Context: an optimization exercise on an open-source flow, tuned for small area. The choices shown serve that exercise and are no tape-out recipe.
The RTL was checked by simulation tests, not by an equivalence proof against the original design.
Power figures rest on the tool's default switching activity, not on a simulated workload.

==> flow/design.v (excerpt) <==
module sf2_game (
    input  logic       clk,
    input  logic       reset,         
    input  logic       frame_clk,     
    input  logic [7:0] key_code,      
    input  logic       key_press,     
    input  logic [9:0] draw_x,        
    input  logic [9:0] draw_y,
    output logic [9:0] ken_x,
    output logic [9:0] ken_y,
    output logic [9:0] bat_x,
    output logic [9:0] bat_y,
    output logic [5:0] ken_sprite,
    output logic [5:0] bat_sprite,
    output logic [9:0] ken_special_meter,
    output logic [9:0] bat_special_meter,
    output logic [9:0] background_x,
    output logic       ken_dead,
    output logic       bat_dead,
    output logic [3:0] game_state,
    output logic       game_screen,
    output logic       is_ken,
    output logic       is_bat,
    output logic       is_health,
    output logic       is_outline,
    output logic       is_special_bar,
    output logic       is_ken_projectile,
    output logic       is_bat_projectile,
    output logic       is_letter
);
    logic [13:0] keys;
    logic [5:0]  kcnt;
    logic [6:0]  bcnt;
    logic        khit, bhit, kengen, batgen, kfull, bfull;
    logic frame_clk_delayed, fre, fd;
    always_ff @(posedge clk) begin
        if (reset) begin
            frame_clk_delayed <= 1'b0;
            fre <= 1'b0;
            fd <= 1'b0;
        end else begin
            frame_clk_delayed <= frame_clk;
            fre <= frame_clk && !frame_clk_delayed;
            fd <= fre;
        end
    end
    keypress key (.Clk(clk), .Reset(reset), .keyCode(key_code), .press(key_press), .keys(keys));
    gamestate gms (.Clk(clk), .Reset(reset), .fre(fre), .start_key(keys[0]),
                   .ko(ken_dead | bat_dead), .gamescreen(game_screen), .gamestate(game_state));
    fighter #(.CW(6), .J3(35), .J4(45)) k (
        .Clk(clk), .Reset(reset), .fre(fre),
  ...
Size: about 1,800 cells after synthesis, roughly 130 I/O pins.
clock: 12.0 ns
lec_check: 0
abc_area: 1
cap_margin: 15
core_margin: 2
core_utilization: 40
cts_buf_list: sky130_fd_sc_hd__clkbuf_8
slew_margin: 15
standard.sh (not shown) runs the stock make flow with config.mk's settings and CLKGATE_MAP_FILE= SYNTH_SCRIPT=/design/flow/synth_recipe.tcl, a recipe that flattens the netlist after the stock synthesis.
==> flow/flow/run.sh <==
#!/bin/bash
# The standard layout with three changes to how the layout is made:
#  1. after the standard synthesis (standard.sh synth, unchanged), the logic
#     between the registers is re-mapped with a stronger ABC script
#     (flow/remap.sh): the registers stay exactly as the standard synthesis
#     made them, and ABC's cec must prove the new logic equal to the old, else
#     the standard netlist is kept;
#  2. the ports are buffered with buf_1 cells (every port still gets its own
#     buffer);
#  3. CTS builds its tree from clkbuf_8 with clusters of at most 12 sinks and
#     inserts no dummy loads;
#  4. after synthesis, the resizer may not use buffers larger than buf_2 or
#     delay cells (the platform's don't-use cells stay don't-use).
# Logs: synth.log, remap_*.log and standard.log here, ORFS's own under orfs/logs/.
set -euo pipefail
W=$(pwd)
RES=$W/orfs/results/$FLOW_PLATFORM/sf2_game/base
LOGS=$W/orfs/logs/$FLOW_PLATFORM/sf2_game/base

bash standard.sh synth > synth.log 2>&1

export DONT_USE_ARGS=$(grep -o -- "-dont_use [^ ]*" "$LOGS/1_2_yosys.log" | sort -u | tr '\n' ' ')
export FLOW_HOME FLOW_PLATFORM FLOW_TOP
cp "$RES/1_2_yosys.v" "$W/std.v"
mkdir -p "$W/remap"
for s in 1 2 3 4; do
  bash flow/remap.sh "$W/std.v" "$W/remap/r$s.v" $s "$W/remap_$s.log" || true &
done
wait
best=""; best_area=""
for s in 1 2 3 4; do
  if grep -q "Networks are equivalent" "$W/remap_$s.log" && [[ -s $W/remap/r$s.stat && -s $W/remap/r$s.v ]]; then
    a=$(grep "Chip area" "$W/remap/r$s.stat" | awk '{print $NF}')
    if [[ -z $best_area ]] || awk "BEGIN{exit !($a < $best_area)}"; then best=$s; best_area=$a; fi
  fi
done
echo "remap: best=${best:-none} area=${best_area:-}" > remap.log
if [[ -n $best ]]; then
  cp "$W/remap/r$best.v" "$RES/1_2_yosys.v"
  rm -f "$RES/1_synth.odb" "$RES/1_synth.sdc"
fi

DONT_USE_LAYOUT="$(grep -o -- "-dont_use [^ ]*" "$LOGS/1_2_yosys.log" | awk '{print $2}' | sort -u | tr '\n' ' ')"
DONT_USE_LAYOUT="$DONT_USE_LAYOUT sky130_fd_sc_hd__buf_4 sky130_fd_sc_hd__buf_6 sky130_fd_sc_hd__buf_8 sky130_fd_sc_hd__buf_12 sky130_fd_sc_hd__buf_16"
DONT_USE_LAYOUT="$DONT_USE_LAYOUT sky130_fd_sc_hd__bufbuf_8 sky130_fd_sc_hd__bufbuf_16 sky130_fd_sc_hd__dlygate4sd1_1 sky130_fd_sc_hd__dlygate4sd2_1 sky130_fd_sc_hd__dlygate4sd3_1"
DONT_USE_LAYOUT="$DONT_USE_LAYOUT sky130_fd_sc_hd__dlymetal6s2s_1 sky130_fd_sc_hd__dlymetal6s4s_1 sky130_fd_sc_hd__dlymetal6s6s_1"
DONT_USE_LAYOUT="$DONT_USE_LAYOUT sky130_fd_sc_hd__clkdlybuf4s15_1 sky130_fd_sc_hd__clkdlybuf4s15_2 sky130_fd_sc_hd__clkdlybuf4s18_1 sky130_fd_sc_hd__clkdlybuf4s18_2"
DONT_USE_LAYOUT="$DONT_USE_LAYOUT sky130_fd_sc_hd__clkdlybuf4s25_1 sky130_fd_sc_hd__clkdlybuf4s25_2 sky130_fd_sc_hd__clkdlybuf4s50_1 sky130_fd_sc_hd__clkdlybuf4s50_2"

bash standard.sh \
  DONT_USE_CELLS="$DONT_USE_LAYOUT" \
  BUFFER_PORTS_ARGS="-buffer_cell sky130_fd_sc_hd__buf_1" \
  CTS_ARGS="-sink_clustering_enable -repair_clock_nets -buf_list sky130_fd_sc_hd__clkbuf_8 -sink_clustering_size 12 -dont_use_dummy_load" \
  finish > standard.log 2>&1
Other scripts of this flow, unchanged in this note and not shown: flow/flow/remap.sh, flow/flow/seqstubs.py
Rerun with:
--- a/flow/flow/run.sh
+++ b/flow/flow/run.sh
@@ -2 +2 @@
-# The standard layout with three changes to how the layout is made:
+# The standard layout with four changes to how the layout is made:
@@ -5,3 +5,3 @@
-#     (flow/remap.sh): the registers stay exactly as the standard synthesis
-#     made them, and ABC's cec must prove the new logic equal to the old, else
-#     the standard netlist is kept;
+#     (flow/remap.sh, three passes of four seeds): the registers stay exactly as
+#     the standard synthesis made them, and ABC's cec must prove the new logic
+#     equal to the old, else the standard netlist is kept;
@@ -26,2 +26,14 @@
-for s in 1 2 3 4; do
-  bash flow/remap.sh "$W/std.v" "$W/remap/r$s.v" $s "$W/remap_$s.log" || true &
+cur="$W/std.v"; cur_area=""
+for pass in 1 2 3; do
+  for k in 1 2 3 4; do
+    s=$(( (pass - 1) * 4 + k ))
+    bash flow/remap.sh "$cur" "$W/remap/r$s.v" $s "$W/remap_$s.log" || true &
+  done
+  wait
+  for k in 1 2 3 4; do
+    s=$(( (pass - 1) * 4 + k ))
+    if grep -q "Networks are equivalent" "$W/remap_$s.log" && [[ -s $W/remap/r$s.stat && -s $W/remap/r$s.v ]]; then
+      a=$(grep "Chip area" "$W/remap/r$s.stat" | awk '{print $NF}')
+      if [[ -z $cur_area ]] || awk "BEGIN{exit !($a < $cur_area)}"; then cur="$W/remap/r$s.v"; cur_area=$a; fi
+    fi
+  done
@@ -29,11 +41,3 @@
-wait
-best=""; best_area=""
-for s in 1 2 3 4; do
-  if grep -q "Networks are equivalent" "$W/remap_$s.log" && [[ -s $W/remap/r$s.stat && -s $W/remap/r$s.v ]]; then
-    a=$(grep "Chip area" "$W/remap/r$s.stat" | awk '{print $NF}')
-    if [[ -z $best_area ]] || awk "BEGIN{exit !($a < $best_area)}"; then best=$s; best_area=$a; fi
-  fi
-done
-echo "remap: best=${best:-none} area=${best_area:-}" > remap.log
-if [[ -n $best ]]; then
-  cp "$W/remap/r$best.v" "$RES/1_2_yosys.v"
+echo "remap: best=$cur area=${cur_area:-}" > remap.log
+if [[ -n $cur_area ]]; then
+  cp "$cur" "$RES/1_2_yosys.v"
The changed run completed without violations; routed wire length fell by 2.2%; via count came out lower by 2.3%; fmax goes down by about 0.66%; cell count went down by 1.9%.
Rerun with:
--- a/flow/flow/run.sh
+++ b/flow/flow/run.sh
@@ -5 +5 @@
-#     (flow/remap.sh, three passes of four seeds): the registers stay exactly as
+#     (flow/remap.sh, four passes of four seeds): the registers stay exactly as
@@ -27 +27 @@
-for pass in 1 2 3; do
+for pass in 1 2 3 4; do
Clock power rose by about 3%.
Non-clock buffer count falls by 2.
Sequential share of layout area hardly moves.
Worst setup slack improved by 0.085 ns.
Cell count rose by 0.48%.
Via count climbs by 0.40%.
Fmax rose by 0.78%.
Worst hold slack loses 0.033 ns.
Global-route usage goes down by 0.29 points.
Area after synthesis is about the same.
Utilization decreases by 0.11 points.

-- port drivers added, routing unchanged --
The results above use ideal ports. As a check the final layouts listed here were re-extracted and re-timed, cells and wires unchanged. Step 1 assumes that a clkbuf_16 drives the clock port and a buf_2 every other input. Step 2, shift: input delay + t, output delay - t, t = (earliest + latest rising clock arrival at the registers) / 2. This alone moves slack from input paths to output paths. a / b / c = ideal / step 1 / step 2; a / b = the first two.
run	shift t [ns]	slack for setup (ns)	cell pins on the clock port's net
the first run	0.530	0.973 / 0.973 / 0.973	1
the second run	0.531	0.900 / 0.900 / 0.900	1
the third run	0.513	0.986 / 0.986 / 0.986	1
After both steps setup and hold are still met in every run listed.
